Source: an optimization exercise on an open RTL-to-GDS flow (aim: small area, a short achievable clock period and few clock cycles per item). Production flows keep margins and buffers that such runs may drop. Only simulation tests tie the RTL to the original design; equivalence was not proved. In runs 1 and 2 the design's own scripts or RTL, not TritonCTS, make the clock network. The clock input has no modelled driver; a real chip could not lean on it and would need a root buffer or a full tree. Power figures rest on the tool's default switching activity, not on a simulated workload.

$ cat config.mk
export PLATFORM = sky130hd
export DESIGN_NAME = divider
export DESIGN_NICKNAME = divider
export VERILOG_FILES = /design/flow/design.v
export SDC_FILE = /design/flow/constraint.sdc
export NUM_CORES = 4
export LEC_CHECK = 0
export ABC_AREA = 1
export CAP_MARGIN = 20
export CORE_MARGIN = 2
export CORE_UTILIZATION = 45
export SETUP_SLACK_MARGIN = 4.7
export SLEW_MARGIN = 20
$ cat constraint.sdc
create_clock -name core_clock -period 7.0 [get_ports {clk}]
set_input_delay 1.4000 -clock core_clock [delete_from_list [all_inputs] [get_ports {clk}]]
set_output_delay 1.4000 -clock core_clock [all_outputs]
set_load 0.01 [all_outputs]
$ cat design.v
module divider (clk, quot, rem, fin, dvdend, dvsor, reset);
	output [31:0] quot;
	output [63:0] rem;
	output fin;
	input [63:0] dvdend;
	input [31:0] dvsor;
	input clk, reset;
	reg [31:0] r;     
	reg [31:0] q;     
	reg [4:0] cnt;    
	reg ld;           
	reg fin;
	reg [31:0] d;     
	wire [31:0] a = {r[30:0], q[31]};
	wire [31:0] p = a ^ ~d;
	wire [31:0] g0 = {a[31:1] & ~d[31:1], a[0] | ~d[0]};
	wire [31:0] p0 = p;
	wire g1_1 = g0[1] | (p0[1] & g0[0]);
	wire p1_1 = p0[1] & p0[0];
	wire g1_3 = g0[3] | (p0[3] & g0[2]);
	wire p1_3 = p0[3] & p0[2];
	wire g1_5 = g0[5] | (p0[5] & g0[4]);
	wire p1_5 = p0[5] & p0[4];
	wire g1_7 = g0[7] | (p0[7] & g0[6]);
	wire p1_7 = p0[7] & p0[6];
	wire g1_9 = g0[9] | (p0[9] & g0[8]);
	wire p1_9 = p0[9] & p0[8];
	wire g1_11 = g0[11] | (p0[11] & g0[10]);
	wire p1_11 = p0[11] & p0[10];
	wire g1_13 = g0[13] | (p0[13] & g0[12]);
	wire p1_13 = p0[13] & p0[12];
	wire g1_15 = g0[15] | (p0[15] & g0[14]);
	wire p1_15 = p0[15] & p0[14];
	wire g1_17 = g0[17] | (p0[17] & g0[16]);
	wire p1_17 = p0[17] & p0[16];
	wire g1_19 = g0[19] | (p0[19] & g0[18]);
	wire p1_19 = p0[19] & p0[18];
	wire g1_21 = g0[21] | (p0[21] & g0[20]);
	wire p1_21 = p0[21] & p0[20];
	wire g1_23 = g0[23] | (p0[23] & g0[22]);
	wire p1_23 = p0[23] & p0[22];
	wire g1_25 = g0[25] | (p0[25] & g0[24]);
	wire p1_25 = p0[25] & p0[24];
	wire g1_27 = g0[27] | (p0[27] & g0[26]);
	wire p1_27 = p0[27] & p0[26];
	wire g1_29 = g0[29] | (p0[29] & g0[28]);
	wire p1_29 = p0[29] & p0[28];
	wire g1_31 = g0[31] | (p0[31] & g0[30]);
	wire p1_31 = p0[31] & p0[30];
	wire g2_3 = g1_3 | (p1_3 & g1_1);
	wire p2_3 = p1_3 & p1_1;
	wire g2_7 = g1_7 | (p1_7 & g1_5);
	wire p2_7 = p1_7 & p1_5;
	wire g2_11 = g1_11 | (p1_11 & g1_9);
	wire p2_11 = p1_11 & p1_9;
	wire g2_15 = g1_15 | (p1_15 & g1_13);
	wire p2_15 = p1_15 & p1_13;
	wire g2_19 = g1_19 | (p1_19 & g1_17);
	wire p2_19 = p1_19 & p1_17;
	wire g2_23 = g1_23 | (p1_23 & g1_21);
	wire p2_23 = p1_23 & p1_21;
	wire g2_27 = g1_27 | (p1_27 & g1_25);
	wire p2_27 = p1_27 & p1_25;
	wire g2_31 = g1_31 | (p1_31 & g1_29);
	wire p2_31 = p1_31 & p1_29;
	wire g3_7 = g2_7 | (p2_7 & g2_3);
	wire p3_7 = p2_7 & p2_3;
	wire g3_15 = g2_15 | (p2_15 & g2_11);
	wire p3_15 = p2_15 & p2_11;
	wire g3_23 = g2_23 | (p2_23 & g2_19);
	wire p3_23 = p2_23 & p2_19;
	wire g3_31 = g2_31 | (p2_31 & g2_27);
	wire p3_31 = p2_31 & p2_27;
	wire g4_15 = g3_15 | (p3_15 & g3_7);
	wire p4_15 = p3_15 & p3_7;
	wire g4_31 = g3_31 | (p3_31 & g3_23);
	wire p4_31 = p3_31 & p3_23;
	wire g5_31 = g4_31 | (p4_31 & g4_15);
	wire p5_31 = p4_31 & p4_15;
	wire g6_23 = g3_23 | (p3_23 & g4_15);
	wire p6_23 = p3_23 & p4_15;
	wire g7_11 = g2_11 | (p2_11 & g3_7);
	wire p7_11 = p2_11 & p3_7;
	wire g7_19 = g2_19 | (p2_19 & g4_15);
	wire p7_19 = p2_19 & p4_15;
	wire g7_27 = g2_27 | (p2_27 & g6_23);
	wire p7_27 = p2_27 & p6_23;
	wire g8_5 = g1_5 | (p1_5 & g2_3);
	wire p8_5 = p1_5 & p2_3;
	wire g8_9 = g1_9 | (p1_9 & g3_7);
	wire p8_9 = p1_9 & p3_7;
	wire g8_13 = g1_13 | (p1_13 & g7_11);
	wire p8_13 = p1_13 & p7_11;
	wire g8_17 = g1_17 | (p1_17 & g4_15);
	wire p8_17 = p1_17 & p4_15;
	wire g8_21 = g1_21 | (p1_21 & g7_19);
	wire p8_21 = p1_21 & p7_19;
	wire g8_25 = g1_25 | (p1_25 & g6_23);
	wire p8_25 = p1_25 & p6_23;
	wire g8_29 = g1_29 | (p1_29 & g7_27);
	wire p8_29 = p1_29 & p7_27;
	wire g9_2 = g0[2] | (p0[2] & g1_1);
	wire p9_2 = p0[2] & p1_1;
	wire g9_4 = g0[4] | (p0[4] & g2_3);
	wire p9_4 = p0[4] & p2_3;
	wire g9_6 = g0[6] | (p0[6] & g8_5);
	wire p9_6 = p0[6] & p8_5;
	wire g9_8 = g0[8] | (p0[8] & g3_7);
	wire p9_8 = p0[8] & p3_7;
	wire g9_10 = g0[10] | (p0[10] & g8_9);
	wire p9_10 = p0[10] & p8_9;
	wire g9_12 = g0[12] | (p0[12] & g7_11);
	wire p9_12 = p0[12] & p7_11;
	wire g9_14 = g0[14] | (p0[14] & g8_13);
	wire p9_14 = p0[14] & p8_13;
	wire g9_16 = g0[16] | (p0[16] & g4_15);
	wire p9_16 = p0[16] & p4_15;
	wire g9_18 = g0[18] | (p0[18] & g8_17);
	wire p9_18 = p0[18] & p8_17;
	wire g9_20 = g0[20] | (p0[20] & g7_19);
	wire p9_20 = p0[20] & p7_19;
	wire g9_22 = g0[22] | (p0[22] & g8_21);
	wire p9_22 = p0[22] & p8_21;
	wire g9_24 = g0[24] | (p0[24] & g6_23);
	wire p9_24 = p0[24] & p6_23;
	wire g9_26 = g0[26] | (p0[26] & g8_25);
	wire p9_26 = p0[26] & p8_25;
	wire g9_28 = g0[28] | (p0[28] & g7_27);
	wire p9_28 = p0[28] & p7_27;
	wire g9_30 = g0[30] | (p0[30] & g8_29);
	wire p9_30 = p0[30] & p8_29;
	wire [31:0] c = {g9_30, g8_29, g9_28, g7_27, g9_26, g8_25, g9_24, g6_23, g9_22, g8_21, g9_20, g7_19, g9_18, g8_17, g9_16, g4_15, g9_14, g8_13, g9_12, g7_11, g9_10, g8_9, g9_8, g3_7, g9_6, g8_5, g9_4, g2_3, g9_2, g1_1, g0[0], 1'b1};    
	wire [31:0] diff = p ^ c;
	wire nb = r[31] | g5_31;    
	always @(posedge clk) begin
		ld <= reset;
		d <= dvsor;
		if (reset) begin
			fin <= 1'b0;
			cnt <= 5'd0;
		end else if (!ld) begin
			cnt <= cnt + 5'd1;
			if (cnt == 5'd31)
				fin <= 1'b1;
		end
		if (ld) begin
			r <= dvdend[63:32];
			q <= dvdend[31:0];
		end else begin
			r <= nb ? diff : a;
			q <= {q[30:0], nb};
		end
	end
	assign quot = q;
	assign rem = {r, 32'h0};
endmodule
$ cat flow/run.sh
#!/bin/bash
# Standard layout, with the port buffers made of the smallest buffer cell.
set -euo pipefail
export BUFFER_PORTS_ARGS="-buffer_cell sky130_fd_sc_hd__buf_1"
export SKIP_REPAIR_TIE_FANOUT=1
export PRE_CTS_TCL="$PWD/flow/pre_cts.tcl"
export MANUAL_CTS_NBUF=4
export ADDER_MAP_FILE=
bash standard.sh > standard.log 2>&1
$ cat flow/pre_cts.tcl
# A one-level clock tree, built in place of TritonCTS's: the clock port
# drives NBUF clkbuf_16 buffers, each placed at the centre of one group of
# flip-flops and driving that group's clock pins. Every register sees the
# same single buffer stage, so no register's clock is deliberately skewed.
set nbuf $::env(MANUAL_CTS_NBUF)
set block [ord::get_db_block]
set db [ord::get_db]
set clk_net [$block findNet clk]

set pts {}
foreach it [$clk_net getITerms] {
  set bb [[$it getInst] getBBox]
  lappend pts [list $it [expr {([$bb xMin] + [$bb xMax]) / 2.0}] [expr {([$bb yMin] + [$bb yMax]) / 2.0}]]
}

# Recursive bisection at the median, across the longer side of each group's
# bounding box, into nbuf groups of equal size (nbuf a power of two).
proc bisect {pts n} {
  if {$n <= 1 || [llength $pts] < 2} { return [list $pts] }
  set xs {}; set ys {}
  foreach p $pts { lappend xs [lindex $p 1]; lappend ys [lindex $p 2] }
  set dx [expr {[tcl::mathfunc::max {*}$xs] - [tcl::mathfunc::min {*}$xs]}]
  set dy [expr {[tcl::mathfunc::max {*}$ys] - [tcl::mathfunc::min {*}$ys]}]
  set axis [expr {$dx >= $dy ? 1 : 2}]
  set sorted [lsort -real -index $axis $pts]
  set h [expr {[llength $sorted] / 2}]
  set half [expr {$n / 2}]
  return [concat [bisect [lrange $sorted 0 [expr {$h - 1}]] $half] [bisect [lrange $sorted $h end] $half]]
}
set groups [bisect $pts $nbuf]
set cents {}
foreach g $groups {
  set sx 0.0; set sy 0.0
  foreach p $g { set sx [expr {$sx + [lindex $p 1]}]; set sy [expr {$sy + [lindex $p 2]}] }
  set n [llength $g]
  lappend cents [list [expr {$sx / $n}] [expr {$sy / $n}]]
}
set nbuf [llength $groups]

set bufcell sky130_fd_sc_hd__clkbuf_16
if {[info exists ::env(MANUAL_CTS_BUF)]} { set bufcell $::env(MANUAL_CTS_BUF) }
set master [$db findMaster $bufcell]
for {set k 0} {$k < $nbuf} {incr k} {
  set g [lindex $groups $k]
  if {[llength $g] == 0} { continue }
  set b [odb::dbInst_create $block $master "clkbuf_man_$k"]
  set n [odb::dbNet_create $block "clknet_man_$k"]
  $n setSigType CLOCK
  [$b findITerm A] connect $clk_net
  [$b findITerm X] connect $n
  foreach p $g {
    set it [lindex $p 0]
    $it disconnect
    $it connect $n
  }
  set c [lindex $cents $k]
  $b setLocation [expr {int([lindex $c 0] - [$master getWidth] / 2)}] [expr {int([lindex $c 1] - [$master getHeight] / 2)}]
  $b setPlacementStatus PLACED
  puts "manual clock tree: clkbuf_man_$k drives [llength $g] clock pins"
}

# The tree is built: TritonCTS has nothing left to do.
proc clock_tree_synthesis {args} {
  set_propagated_clock [all_clocks]
  puts "clock_tree_synthesis skipped: the clock tree was built by flow/pre_cts.tcl"
}
$ cat standard.sh
#!/bin/bash
# synth_recipe.tcl (not shown) runs the flow's synth.tcl, then flattens the netlist and writes it again
# the make line also repeats each setting of config.mk as NAME=value (left out here)
make -C /OpenROAD-flow-scripts/flow DESIGN_CONFIG=/design/flow/config.mk WORK_HOME=/design/flow/orfs CLKGATE_MAP_FILE= SYNTH_SCRIPT=/design/flow/synth_recipe.tcl "${@:-finish}"
==> run notes, run 1 <==
vias in the first global route 4409; Core Rows 38; worst hold margin 0.448 ns; Netlist cell types 44; GP Congestion 0.806; synthesis warning total 1; GRT Total Usage 19.4%; ys flop type dfxtp_1; Setup-failing EPs final 0; setup ws final 4.76 ns; crit share post-route 32.1%; post-route minimum period between 2 and 2.5 ns; Max Cap Violations 0; Buf/Inv on CP 1; Starting DRT DRC Count 192; Area growth, synth to finish 18.0%; Critical Path Source Type flip-flop; I/O Pins 195; Met2 Wirelength 5.87 mm; grt ovf 0; Vias 4619; delay-heaviest family, CP flip-flops; run status no timing/DRC/antenna violations; R2R cell count 14; Crit path arrival time 0.84 ns; CP required 5.60 ns; layout cells sized above 1 11.6%; initial antenna violation count 0; HPWL after DPL 8.34 mm; first-pass GRT wire length 19.2 mm; PortBufs 162; HP Class reg -> reg; Setup Crit Path Kind reg -> out; drt pass-1 iters 4; Die Footprint 12000 sq um; pin count of the biggest net entering global routing just over 70; syn avg cell area 7.03 sq um; Residual DRC 0; Initial Util a little under half; top routing layer in use met4; Seq/Total Area, Yosys between 40% and 50%; met3 wire len 928 um; FILL cells 1114; fin util ~54%; core region area between 10000 and 15000 sq um; vias per std cell 4.68; slowest stage delay, CP 0.49 ns; Cell Area, Synth 5000 sq um; CP endpoint kind output pin; synth top area cells dfxtp_1 41%, nand2_1 19%, inv_1 5.5%, buf_4 5.3%, nor2_1 4.0%; leakage 2.85 nW; CTS hold repair buffers 0; Crit. path cell count 1; critical path peak fanout 7; Worst slew margin 51.3%; PwrDens 351 nW/um^2; Fin Clk Skew approximately 0.019 ns; Hold Path Depth 2; Die Y-Extent between 100 and 150 um; peak supply drop 216 uV; highest-delay cell along the critical path dfxtp_1; final WL between 10 and 15 mm; RSZ-0062 raised after global routing yes; width of the chip 109 um; finished layout cell area 5900 sq um; number of synthesized flops with an enable pin 0; Detail Route Antenna Nets 0; FMAX 446 MHz; share of the synthesized area in the top cell type around 41%; clk slew on worst S/H paths 0.11 ns; fin. max-slew vios 0; Yosys top cell by area dfxtp_1; n_diodes 0; Synth async-reset ratio 0%; Cell Chain, Critical Path buf_1; area of placed instances 5450 sq um; flops & latches, synth 103; setup tns final 0 ns; synthesized netlist cell count 712; Hold Violations, Final 0; WL met1 ~5.4 mm; Worst R2R Setup Slack 4.83 ns; Place WS 4.27 ns; Clk Latency, worst-skew pair roughly 0.17 ns; post-DR wirelength/cell 12.5 um; fin nets 947; worst slew pin tran 0.731 ns
[power by group]
part / total [mW] / internal [mW] / leakage (nW) / switching, mW
clock network: 0.257 / 0.106 / 0.0493 / 0.151
logic: 1.03 / 0.413 / 1.94 / 0.620
registers: 0.781 / 0.693 / 0.867 / 0.0884
total: 2.07 / 1.21 / 2.85 / 0.860
[cell usage after synthesis, types with 2 or more instances]
cell type / instances
dfxtp_1: 103
xnor2_2: 3
xor2_1: 11
buf_1: 2
xnor2_1: 13
a21boi_0: 3
clkbuf_1: 12
a21oi_1: 19
nor2_1: 53
nor3b_1: 3
nor2_2: 7
a31oi_1: 10
nand3_1: 23
buf_4: 35
o211ai_1: 2
or2_1: 2
or2_2: 3
nor3_1: 3
o21ai_0: 6
o21ai_1: 32
inv_2: 2
buf_6: 3
nand2_1: 257
inv_1: 73
nand2_2: 12
a21oi_2: 2
[routing by layer]
metal | vias to the layer above | GRT usage, %
li1 | 2434 | -
met1 | 2024 | 23.8
met2 | 142 | 35.2
met3 | 19 | 3.79
met4 | 0 | 3.71
met5 | - | 0
[flip-flops by register name, summed over array words and instances, names as in the netlist]
register / flops
d: 32
q: 32
r: 32
cnt: 5
fin: 1
ld: 1
[worst paths after layout]
path              start      end
setup / recovery  r[31]  rem[63]
hold / removal    q[25]    q[26]
setup reg to reg  r[21]     r[3]
hold reg to reg   q[25]    q[26]
[through the flow]
step | cells | power (mW)
floorplan | 712 | 1.49
global placement | 964 | 1.65
detailed placement | 964 | 1.67
CTS | 973 | 1.97
global route | 987 | 2.25
finish | 987 | 2.07
[worst min-delay path: stages, from the launching register on]
cell and delay, ns:
dfxtp_1 0.32, nand2_1 0.06, nand2_1 0.04
[what timing repair did]
action,4_1_cts,5_1_grt
setup buffers,3,11
endpoints found under the hold margin,0,0
endpoints found under the setup margin,32,32
resized for setup,7,39
pin swaps,1,12
cloned,2,3
[final cells by class]
| type | count | area [sq um] | area share, % |
|---|---|---|---|
| inverters | 75 | 289 | 4.90 |
| multi-input cells | 487 | 2500 | 42.4 |
| plain buffers | 4 | 100 | 1.70 |
| repair buffers | 178 | 753 | 12.8 |
| flip-flops and latches | 103 | 2080 | 35.2 |
| well taps | 140 | 175 | 2.97 |
[logic make-up after synthesis]
| logic type | after synthesis | share of synthesized area [%] |
|---|---|---|
| xor gates and xnor gates | 28 | 5.50 |
| and+or+nand+nor | 373 | 31.3 |
| AOI/OAI and AO/OA | 80 | 9.30 |
| DFF | 103 | 41.2 |
| buffers and inverters | 127 | 12.6 |
| other | 1 | 0.0749 |
[layout by cell type (no fill, tap or decap), types with 2 or more instances in the layout]
cell type,Yosys,layout
o21ai_2,1,3
inv_2,2,2
nor3b_1,3,3
a21oi_2,2,4
o211ai_1,2,2
inv_1,73,72
a21oi_1,19,17
xor2_1,11,11
nor3_1,3,3
nand3_1,23,21
a31oi_1,10,10
or2_2,3,3
nand2_2,12,17
or2_1,2,2
buf_1,2,162
buf_12,0,2
nor2_1,53,46
nor2_4,1,3
o21ai_0,6,5
a21boi_0,3,3
dfxtp_1,103,90
nor2_2,7,12
buf_4,35,14
nand3b_4,1,5
o21ai_1,32,31
nand2_1,257,252
xnor2_2,3,5
dfxtp_2,0,12
clkbuf_16,0,4
xnor2_1,13,11
Testbench counts, summed over its fixed seeds: cycles 108,800, items 3,200.
==> run 2, diff against run 1 <==
--- a/flow/run.sh
+++ b/flow/run.sh
@@ -1,3 +1,10 @@
 #!/bin/bash
-# Standard layout, with the port buffers made of the smallest buffer cell.
+# The standard layout (standard.sh), with four changes:
+# - synthesis skips Yosys's full/half-adder extraction (ADDER_MAP_FILE empty),
+#   so ABC maps the whole subtractor; registers are unchanged;
+# - the port buffers are the smallest buffer cell (buf_1), one per port as usual;
+# - tie cells are not duplicated per load (one tie cell drives rem[31:0]);
+# - the clock tree is one level of four clkbuf_16 buffers, each driving a
+#   quarter of the flip-flops (flow/pre_cts.tcl), in place of TritonCTS's tree.
+# Each tool's full output goes to standard.log and to ORFS's own logs.
 set -euo pipefail
--- a/config.mk
+++ b/config.mk
@@ -10,3 +10,3 @@
 export CORE_MARGIN = 2
-export CORE_UTILIZATION = 45
+export CORE_UTILIZATION = 55
 export SETUP_SLACK_MARGIN = 4.7
==> run notes, run 2 <==
run status no timing/DRC/antenna violations (unchanged); slowest stage delay, CP 0.42 ns (was 0.49 ns); post-route minimum period 2.20 ns (was 2.24 ns); most frequent cell after synthesis nand2_1 (unchanged); core region area 8760 sq um (was 10800 sq um); ys flop type dfxtp_1 (unchanged); HP Class reg -> reg (unchanged); Cell Area, Synth 5000 sq um (unchanged); Netlist cell types 44 (unchanged); synthesized netlist cell count 712 (unchanged); n_diodes 0 (unchanged); CP endpoint kind output pin (unchanged); Buf/Inv on CP 1 (unchanged); post-DR wirelength/cell 12.6 um (was 12.5 um); peak supply drop 226 uV (was 216 uV); critical path peak fanout 4 (was 7); met1 GRT Util 27.8% (was 23.8%); Area growth, synth to finish 16.8% (was 18.0%); leakage 2.85 nW (about the same); Synth async-reset ratio 0% (unchanged); Setup-failing EPs final 0 (unchanged); flops & latches, synth 103 (unchanged); syn avg cell area 7.03 sq um (unchanged); Residual DRC 0 (unchanged); Worst slew margin 64.1% (was 51.3%); commonest cells after routing, fill and taps aside 254 x nand2_1, 162 x buf_1, 92 x dfxtp_1, 72 x inv_1, 49 x nor2_1 (was 252 x nand2_1, 162 x buf_1, 90 x dfxtp_1, 72 x inv_1, 46 x nor2_1); initial antenna violation count 0 (unchanged); Cell Chain, Critical Path buf_1 (unchanged); top flop regs d: 32 flops, q: 32 flops, r: 32 flops (unchanged); pin count of the biggest net entering global routing 73 (was 72); synth top area cells dfxtp_1 41%, nand2_1 19%, inv_1 5.5%, buf_4 5.3%, nor2_1 4.0% (unchanged); Critical Path Source Type flip-flop (unchanged); final WL 12.0 mm (was 12.4 mm); RSZ-0062 raised after global routing no (was yes); HPWL after DPL 8.00 mm (was 8.34 mm); width of the chip 99.4 um (was 109 um); GP Congestion 0.829 (was 0.806); Fin Clk Skew 0.0158 ns (was 0.0190 ns); Die Footprint 9880 sq um (was 12000 sq um); grt ovf 0 (unchanged); delay-heaviest family, CP flip-flops (unchanged); crit share post-route 31.5% (was 32.1%); vias per std cell 4.88 (was 4.68); global-route met2 utilization 40.6% (was 35.2%); fin util 66.7% (was 54.5%); most common cell after layout, fill and taps aside nand2_1 (unchanged); I/O Pins 195 (unchanged); Crit path arrival time 0.80 ns (was 0.84 ns); GRT Total Usage 22.5% (was 19.4%); FILL cells 824 (was 1114); highest-delay cell along the critical path dfxtp_1 (unchanged); Max Cap Violations 0 (unchanged); top cells by count, synth 257 x nand2_1, 103 x dfxtp_1, 73 x inv_1 (unchanged); number of synthesized flops with an enable pin 0 (unchanged); CP required 5.60 ns (about the same); Vias 4651 (was 4619); setup tns final 0 ns (unchanged); FMAX 454 MHz (was 446 MHz); GRT busiest layer met2 (unchanged); first-pass GRT wire length 18.8 mm (was 19.2 mm); fin. max-slew vios 0 (unchanged); Hold Violations, Final 0 (unchanged); Initial Util 57.1% (was 46.2%); drt pass-1 iters 5 (was 4); met3 Usage GRT 5.20% (was 3.79%); share of the synthesized area in the top cell type 41.2% (unchanged); fin nets 946 (was 947); worst hold margin 0.447 ns (was 0.448 ns); Seq/Total Area, Yosys 41.2% (unchanged); PortBufs 162 (unchanged); Detail Route Antenna Nets 0 (unchanged); Setup Crit Path Kind reg -> out (unchanged); clk slew on worst S/H paths 0.10 ns (was 0.11 ns); Clk Latency, worst-skew pair 0.16 ns (was 0.17 ns); layout cells sized above 1 10.0% (was 11.6%); synthesis warning total 1 (unchanged); worst slew pin tran 0.538 ns (was 0.731 ns); vias in the first global route 4275 (was 4409); Die Y-Extent 99.4 um (was 109 um); Yosys top cell by area dfxtp_1 (unchanged); Core Rows 34 (was 38); Starting DRT DRC Count 123 (was 192); PwrDens 355 nW/um^2 (was 351 nW/um^2)
==> run 2: worst min-delay path, stage by stage, from the launching register on <==
cell and delay [ns]:
dfxtp_1 0.32, nand2_1 0.06, nand2_1 0.04
==> run 2: worst paths after layout <==
path | start | to | slack [ns] | cells after the start
worst max-delay path | r[24] | rem[56] | 4.80 | 1
worst max register to register | r[22] | r[23] | 4.89 | 14
worst min-delay path | q[26] | q[27] | 0.45 | 2
worst min register to register | q[26] | q[27] | 0.45 | 2
==> run 2: repair_timing <==
action / 4_1_cts / 5_1_grt
gates cloned: 2 / 5
gates resized for setup: 5 / 34
hold buffers: 0 / 0
hold endpoints to repair: 0 / 0
setup endpoints to repair: 36 / 36
pin swaps: 1 / 10
setup buffers: 4 / 8
==> run 2: cells by family (layout without fill, tap and decap cells) <==
family	count (synthesis)	in the layout	share of synthesized area (%)
compound gates	80	80	9.30
buf+inv	127	254	12.6
xor+xnor	28	28	5.50
simple gates	373	380	31.3
flops	103	103	41.2
other cells	1	1	0.0749
==> run 2: per-stage QoR <==
step	std cells	setup slack, ns	area (sq um)	total power [mW]
floorplan	712	5.10	5000	1.49
global placement	931	4.42	5410	1.64
detailed placement	931	4.30	5410	1.66
CTS	941	4.67	5580	1.96
global route	954	4.68	5840	2.24
finish	954	4.80	5840	2.07
==> run 2: layout make-up <==
class	instances	area, sq um	area share (%)
inverter	75	294	5.03
multi-input combinational	489	2510	43.0
timing repair buffer	175	722	12.4
buffer	4	100	1.71
tap	108	135	2.31
sequential	103	2080	35.6
==> run 2: where the power goes <==
part / switching, mW / total [mW] / internal, mW / leakage (nW)
sequential: 0.0910 / 0.784 / 0.693 / 0.867
clock: 0.147 / 0.253 / 0.105 / 0.0493
combinational: 0.621 / 1.03 / 0.414 / 1.93
==> run 2: metal layers <==
metal / up-vias / routed length (um)
met5: - / 0
met4: 0 / 201
met3: 16 / 1040
met2: 137 / 5680
met1: 2062 / 5080
li1: 2436 / -
==> run 3, diff against run 2 <==
==> flow/run.sh (replaced) <==
#!/bin/bash
# Standard layout, with the port buffers made of the smallest buffer cell.
set -euo pipefail
export BUFFER_PORTS_ARGS="-buffer_cell sky130_fd_sc_hd__buf_1"
bash standard.sh > standard.log 2>&1
--- a/config.mk
+++ b/config.mk
@@ -7,7 +7,7 @@
 export LEC_CHECK = 0
-export ABC_AREA = 1
+export ABC_CLOCK_PERIOD_IN_PS = 2000
 export CAP_MARGIN = 20
 export CORE_MARGIN = 2
-export CORE_UTILIZATION = 55
-export SETUP_SLACK_MARGIN = 4.7
+export CORE_UTILIZATION = 40
+export SETUP_SLACK_MARGIN = 4.5
 export SLEW_MARGIN = 20
removed: flow/pre_cts.tcl
==> run notes, run 3 <==
run status no timing/DRC/antenna violations (unchanged); H-tree depth 3; Pwr Total 2.56 mW (was 2.07 mW); Setup-failing EPs final 0 (unchanged); final WL 10.7 mm (was 12.0 mm); synthesis warning total 1 (unchanged); share of the synthesized area in the top cell type 42.0% (was 41.2%); TritonCTS clock tree yes; peak supply drop 214 uV (was 226 uV); worst slew pin tran 0.823 ns (was 0.538 ns); GP Congestion 0.790 (was 0.829); n_diodes 0 (unchanged); Netlist cell types 40 (was 44); Synth async-reset ratio 0% (unchanged); syn avg cell area 10.3 sq um (was 7.03 sq um); PortBufs 162 (unchanged); Die Footprint 13200 sq um (was 9880 sq um); Cell Area, Synth 4910 sq um (was 5000 sq um); RSZ-0062 raised after global routing yes (was no); highest-delay cell along the critical path fa_2 (was dfxtp_1); I/O Pins 195 (unchanged); core region area 12000 sq um (was 8760 sq um); vias per std cell 4.70 (was 4.88); Simple-Gate Fraction of Synth Area 6.68% (was 31.3%); Die Y-Extent 115 um (was 99.4 um); Hold Path Depth 2 (unchanged); Residual DRC 0 (unchanged); critical path peak fanout 3 (was 4); drt pass-1 iters 4 (was 5); number of synthesized flops with an enable pin 0 (unchanged); synthesized netlist cell count 477 (was 712); Worst R2R Setup Slack 4.02 ns (was 4.89 ns); PwrDens 418 nW/um^2 (was 355 nW/um^2); Initial Util 40.9% (was 57.1%); top cells by count, synth 103 x dfxtp_1, 43 x inv_1, 35 x a21oi_1 (was 257 x nand2_1, 103 x dfxtp_1, 73 x inv_1); Starting DRT DRC Count 154 (was 123); fin. max-slew vios 0 (unchanged); first-pass GRT wire length 17.2 mm (was 18.8 mm); layout cells sized above 1 15.8% (was 10.0%); Clk Latency, worst-skew pair 0.35 ns (was 0.16 ns); post-DR wirelength/cell 13.5 um (was 12.6 um); leakage 2.68 nW (was 2.85 nW); top flop regs d: 32 flops, q: 32 flops, r: 32 flops (unchanged); clk buf depth 2; GRT Total Usage 16.9% (was 22.5%); synth top area cells dfxtp_1 42%, ha_1 8.4%, mux2_2 7.1%, fa_1 6.5%, buf_4 5.2% (was dfxtp_1 41%, nand2_1 19%, inv_1 5.5%, buf_4 5.3%, nor2_1 4.0%); clk slew on worst S/H paths 0.07 ns (was 0.10 ns); Root Driver clkbuf_16; Synth Area in Compound Gates 12.6% (was 9.30%); most common cell after layout, fill and taps aside buf_1 (was nand2_1); Core Rows 40 (was 34); grt ovf 0 (unchanged); Critical Path Source Type flip-flop (unchanged); flops & latches, synth 103 (unchanged); Fin Clk Skew 0.00894 ns (was 0.0158 ns); commonest cells after routing, fill and taps aside 162 x buf_1, 95 x dfxtp_1, 40 x inv_1, 32 x conb_1, 31 x mux2_2 (was 254 x nand2_1, 162 x buf_1, 92 x dfxtp_1, 72 x inv_1, 49 x nor2_1); post-route minimum period 2.98 ns (was 2.20 ns); Setup Crit Path Kind reg -> reg (was reg -> out); HPWL after DPL 8.06 mm (was 8.00 mm); Crit path arrival time 3.22 ns (was 0.80 ns); R2R cell count 14 (unchanged); Hold Violations, Final 0 (unchanged); Yosys top cell by area dfxtp_1 (unchanged); most frequent cell after synthesis dfxtp_1 (was nand2_1); Area growth, synth to finish 24.9% (was 16.8%); CTS Sinks between 100 and 150; CTS hold repair buffers 0 (unchanged); vias in the first global route 3693 (was 4275); CP required 7.24 ns (was 5.60 ns); adder-cell share of the synthesized area 14.9% (was 0%); initial antenna violation count 0 (unchanged); Max Cap Violations 0 (unchanged); ys flop type dfxtp_1 (unchanged); XOR/XNOR Fraction of Synth Area 3.21% (was 5.50%); CP endpoint kind flip-flop (was output pin); fin nets 793 (was 946); setup tns final 0 ns (unchanged); Worst slew margin 45.2% (was 64.1%); Detail Route Antenna Nets 0 (unchanged); crit share post-route 42.6% (was 31.5%); Cell Chain, Critical Path inv_2 -> ha_4 -> fa_2 -> nand2b_4 -> a21oi_4 -> o2111ai_4 -> o21ai_4 -> inv_2 -> o31ai_4 -> a21oi_2 -> o21ba_2 -> fa_2 -> nor2_1 -> o22a_1 (was buf_1); Seq/Total Area, Yosys 42.0% (was 41.2%); pin count of the biggest net entering global routing 70 (was 73); CTS Buf Count 9; Vias 3747 (was 4651); width of the chip 115 um (was 99.4 um); largest family of logic cells by synthesized area adder cells (was simple AND/OR/NAND/NOR gates); FMAX 335 MHz (was 454 MHz); HP Class reg -> reg (unchanged); slowest stage delay, CP 0.51 ns (was 0.42 ns); mux cell area share after synthesis 10.6% (was 0%)
-- run 3: final timing paths --
path | start | endpoint
setup reg to reg | q[31] | r[30]
hold reg to reg | fin | fin
setup / recovery | q[31] | r[30]
hold / removal | fin | fin
-- run 3: per-layer routing --
metal | vias to the layer above | GRT usage, % | share of wire [%]
li1 | 1872 | - | -
met4 | 0 | 4.90 | 1.6
met3 | 11 | 7.85 | 9.0
met5 | - | 0 | 0
met1 | 1710 | 19.5 | 43
met2 | 154 | 28.2 | 46
-- run 3: report_power, final --
part | internal (mW) | switching, mW
registers | 0.718 | 0.125
clock network | 0.330 | 0.233
logic | 0.553 | 0.603
total | 1.60 | 0.961
-- run 3: cells by family after synthesis --
family	count (synthesis)
flip-flops	103
buffers and inverters	93
AO/OA/AOI/OAI	92
AND/OR/NAND/NOR	73
adder cells (fa/ha/maj)	49
multiplexers	48
XOR/XNOR	18
other	1
-- run 3: area by class of cell --
class	count	area, sq um
flip-flops and latches	103	2070
multi-input cells	312	2640
clock inverters	6	97.6
fillers	1128	5880
repair buffers	175	728
inverters	45	169
clock buffers	10	239
well taps	147	184
-- run 3: critical path, delay by kind of cell (launching register included) --
| family | cells | cell delay, ns |
|---|---|---|
| and+or+nand+nor | 2 | 0.20 |
| buffers and inverters | 2 | 0.12 |
| AOI/OAI and AO/OA | 7 | 1.21 |
| adders and majority gates | 3 | 0.99 |
| DFF | 1 | 0.34 |
-- run 3: stage by stage --
step / hold WS [ns] / instances / instance area, sq um / setup slack [ns] / utilization [%]
finish: 0.481 / 798 / 6130 / 4.02 / 51.0
global route: 0.505 / 798 / 6130 / 3.85 / 51.0
CTS: 0.487 / 796 / 6050 / 3.86 / 50.4
detailed placement: 0.460 / 772 / 5590 / 3.85 / 46.5
global placement: 0.462 / 771 / 5570 / 3.89 / 46.4
floorplan: 0.470 / 508 / 5080 / 4.08 / -
-- run 3: what timing repair did --
item,CTS,global route
setup endpoints to repair,33,33
pin swaps,17,11
gates resized for setup,17,14
setup buffers,8,2
==> run 4, diff against run 3 <==
--- a/flow/run.sh
+++ b/flow/run.sh
@@ -4,2 +4,3 @@
 export BUFFER_PORTS_ARGS="-buffer_cell sky130_fd_sc_hd__buf_1"
+export SKIP_REPAIR_TIE_FANOUT=1
 bash standard.sh > standard.log 2>&1
--- a/config.mk
+++ b/config.mk
@@ -7,3 +7,3 @@
 export LEC_CHECK = 0
-export ABC_CLOCK_PERIOD_IN_PS = 2000
+export ABC_AREA = 1
 export CAP_MARGIN = 20
==> run notes, run 4 <==
run status no timing/DRC/antenna violations (unchanged); Die Footprint 15300 sq um (was 13200 sq um); Finished Layout Cells 1003 (was 798); Critical Path Source Type flip-flop (unchanged); commonest cells after routing, fill and taps aside 178 x nand2_1, 162 x buf_1, 90 x inv_1, 90 x dfxtp_1, 39 x nand3_1 (was 162 x buf_1, 95 x dfxtp_1, 40 x inv_1, 32 x conb_1, 31 x mux2_2); CTS Sinks 103 (unchanged); Netlist cell types 33 (was 40); peak supply drop 215 uV (was 214 uV); Die Y-Extent 124 um (was 115 um); Vias 4477 (was 3747); Max Cap Violations 0 (unchanged); critical path peak fanout 4 (was 3); Synth async-reset ratio 0% (unchanged); crit share post-route 35.0% (was 42.6%); synth top area cells dfxtp_1 36%, nand2_1 12%, ha_1 7.2%, nand2_4 6.3%, inv_1 6.2% (was dfxtp_1 42%, ha_1 8.4%, mux2_2 7.1%, fa_1 6.5%, buf_4 5.2%); synthesis warning total 1 (unchanged); n_diodes 0 (unchanged); core region area 13900 sq um (was 12000 sq um); slowest stage delay, CP 0.55 ns (was 0.51 ns); Detail Route Antenna Nets 0 (unchanged); flops & latches, synth 103 (unchanged); GRT Total Usage 17.5% (was 16.9%); Cell Area, Synth 5730 sq um (was 4910 sq um); Worst R2R Setup Slack 4.55 ns (was 4.02 ns); most common cell after layout, fill and taps aside nand2_1 (was buf_1); Area growth, synth to finish 21.4% (was 24.9%); HP Class reg -> reg (unchanged); CTS Buf Count 9 (unchanged); Clk Latency, worst-skew pair 0.36 ns (was 0.35 ns); Fin Clk Skew 0.0127 ns (was 0.00894 ns); Crit path arrival time 2.71 ns (was 3.22 ns); number of synthesized flops with an enable pin 0 (unchanged); most frequent cell after synthesis nand2_1 (was dfxtp_1); I/O Pins 195 (unchanged); Root Driver clkbuf_16 (unchanged); CTS hold repair buffers 0 (unchanged); Setup-failing EPs final 0 (unchanged); FILL cells 1408 (was 1128); Starting DRT DRC Count 142 (was 154); leakage 3.38 nW (was 2.68 nW); Core Rows 43 (was 40); worst slew pin tran 0.795 ns (was 0.823 ns); top flop regs d: 32 flops, q: 32 flops, r: 32 flops (unchanged); first-pass GRT wire length 20.6 mm (was 17.2 mm); PortBufs 162 (unchanged); initial antenna violation count 0 (unchanged); H-tree depth 3 (unchanged); ys flop type dfxtp_1 (unchanged); vias per std cell 4.46 (was 4.70); grt ovf 0 (unchanged); FMAX 408 MHz (was 335 MHz); fin nets 965 (was 793); post-route minimum period 2.45 ns (was 2.98 ns); post-DR wirelength/cell 13.0 um (was 13.5 um); share of the synthesized area in the top cell type 36.0% (was 42.0%); CP endpoint kind flip-flop (unchanged); highest-delay cell along the critical path fa_2 (unchanged); PwrDens 461 nW/um^2 (was 418 nW/um^2); CP required 7.26 ns (was 7.24 ns); cell mode on critical path nand2_4; GP Congestion 0.764 (was 0.790); final WL 13.0 mm (was 10.7 mm); vias in the first global route 4283 (was 3693); Worst slew margin 47.0% (was 45.2%); drt pass-1 iters 4 (unchanged); placed insts 966 (was 772); synthesized netlist cell count 677 (was 477); Initial Util 41.2% (was 40.9%); clk buf depth 2 (unchanged); Seq/Total Area, Yosys 36.0% (was 42.0%); pin count of the biggest net entering global routing 68 (was 70); TritonCTS clock tree yes (unchanged); HPWL after DPL 8.78 mm (was 8.06 mm); clk slew on worst S/H paths 0.08 ns (was 0.07 ns); fin. max-slew vios 0 (unchanged); Residual DRC 0 (unchanged); top cells by count, synth 182 x nand2_1, 103 x dfxtp_1, 95 x inv_1 (was 103 x dfxtp_1, 43 x inv_1, 35 x a21oi_1); layout cells sized above 1 23.5% (was 15.8%); Setup Crit Path Kind reg -> reg (unchanged); syn avg cell area 8.47 sq um (was 10.3 sq um); Yosys top cell by area dfxtp_1 (unchanged); Cell Chain, Critical Path inv_2 -> ha_4 -> fa_2 -> inv_2 -> nand3_2 -> nand2_2 -> nand2_2 -> nand2_4 -> nand2_4 -> nand2_4 -> nand2_4 -> nand2_4 -> nand2_2 -> nand2_2 -> a21oi_2 -> fa_2 -> nand2_4 -> nand3_2 -> nand2_1 (was inv_2 -> ha_4 -> fa_2 -> nand2b_4 -> a21oi_4 -> o2111ai_4 -> o21ai_4 -> inv_2 -> o31ai_4 -> a21oi_2 -> o21ba_2 -> fa_2 -> nor2_1 -> o22a_1); setup tns final 0 ns (unchanged); RSZ-0062 raised after global routing yes (unchanged); Hold Violations, Final 0 (unchanged); width of the chip 124 um (was 115 um)
-- run 4: critical path, delay by kind of cell (launching register included) --
kind            cells  cell delay, ns
fa+ha+maj           3            1.03
simple gates       13            0.81
flops               1            0.33
buf+inv             2            0.12
compound gates      1            0.06
-- run 4: final timing paths --
check                           start  endpoint  cells after the start
worst max-delay path            q[31]     r[30]                     19
worst min-delay path            q[30]     q[31]                      2
worst min register to register  q[30]     q[31]                      2
worst max register to register  q[31]     r[30]                     19
-- run 4: report_power, final --
group / leakage [nW] / switching (mW) / internal, mW
clock: 0.143 / 0.261 / 0.255
combinational: 2.37 / 1.04 / 0.804
sequential: 0.867 / 0.127 / 0.721
total: 3.38 / 1.43 / 1.78
-- run 4: cell type report --
cell class	instances	area [sq um]	share of cell area, %
tap	180	225	3.23
multi-input combinational	424	3160	45.4
sequential	103	2080	29.9
clock inverter	7	88.8	1.28
clock buffer	9	225	3.23
inverter	97	364	5.23
timing repair buffer	183	816	11.7
-- run 4: what timing repair did --
item | in CTS | in global routing
resized for setup | 12 | 36
setup buffers | 10 | 8
pin swaps | 11 | 10
endpoints found under the hold margin | 0 | 0
setup endpoints to repair | 32 | 32
gates cloned | 3 | 0
-- run 4: stage by stage --
stage / cell area, sq um / util, % / setup WS, ns / hold WS [ns] / total power, mW
after floorplan: 5770 / - / 4.50 / 0.444 / 2.20
after global placement: 6220 / 44.6 / 4.19 / 0.427 / 2.42
after detailed placement: 6220 / 44.6 / 4.17 / 0.429 / 2.44
after CTS: 6740 / 48.3 / 4.46 / 0.447 / 3.13
after global routing: 6960 / 50.0 / 4.41 / 0.465 / 3.48
final: 6960 / 50.0 / 4.55 / 0.442 / 3.21
-- run 4: per-layer routing --
metal	track usage, %	wire (um)
met3	4.44	790
met5	0	0
met2	28.5	6050
met1	23.1	6050
met4	4.47	142
-- run 4: logic make-up after synthesis --
group                    after synthesis  synth area share [%]
AND/OR/NAND/NOR                      331                  32.4
buffers and inverters                153                  13.6
flip-flops                           103                  36.0
adder cells (fa/ha/maj)               49                  12.8
AO/OA/AOI/OAI                         25                  2.90
XOR/XNOR                              15                  2.29
other                                  1                0.0654

-- re-timing with driven ports --
How much do the figures lean on ideal ports? The routed layouts below were timed once more, with nothing changed but the port constraints. Step 1 sets driving cells, clkbuf_16 on the clock port and buf_2 on the other inputs (assumed; they add their load-dependent delay and slew). Step 2 moves the port delays by t, midway between the first and last clock arrival at a register: inputs arrive t later, outputs are due t later. That takes back most of the time a late clock gives input paths. Slacks: ideal / step 1 / step 2; pairs: ideal / step 1.
| run | t, ns | slack for setup (ns) | hold WS [ns] | worst data-port slew with drivers (ns) |
|---|---|---|---|---|
| run 1 | 0.237 | 4.756 / 4.679 / 4.833 | 0.448 / 0.448 / 0.448 | 0.06 |
| run 2 | 0.238 | 4.797 / 4.716 / 4.887 | 0.447 / 0.447 / 0.447 | 0.05 |
| run 3 | 0.391 | 4.019 / 4.019 / 4.019 | 0.481 / 0.481 / 0.481 | 0.06 |
| run 4 | 0.392 | 4.547 / 4.547 / 4.547 | 0.442 / 0.442 / 0.442 | 0.04 |
After both steps every run listed still meets setup and hold.
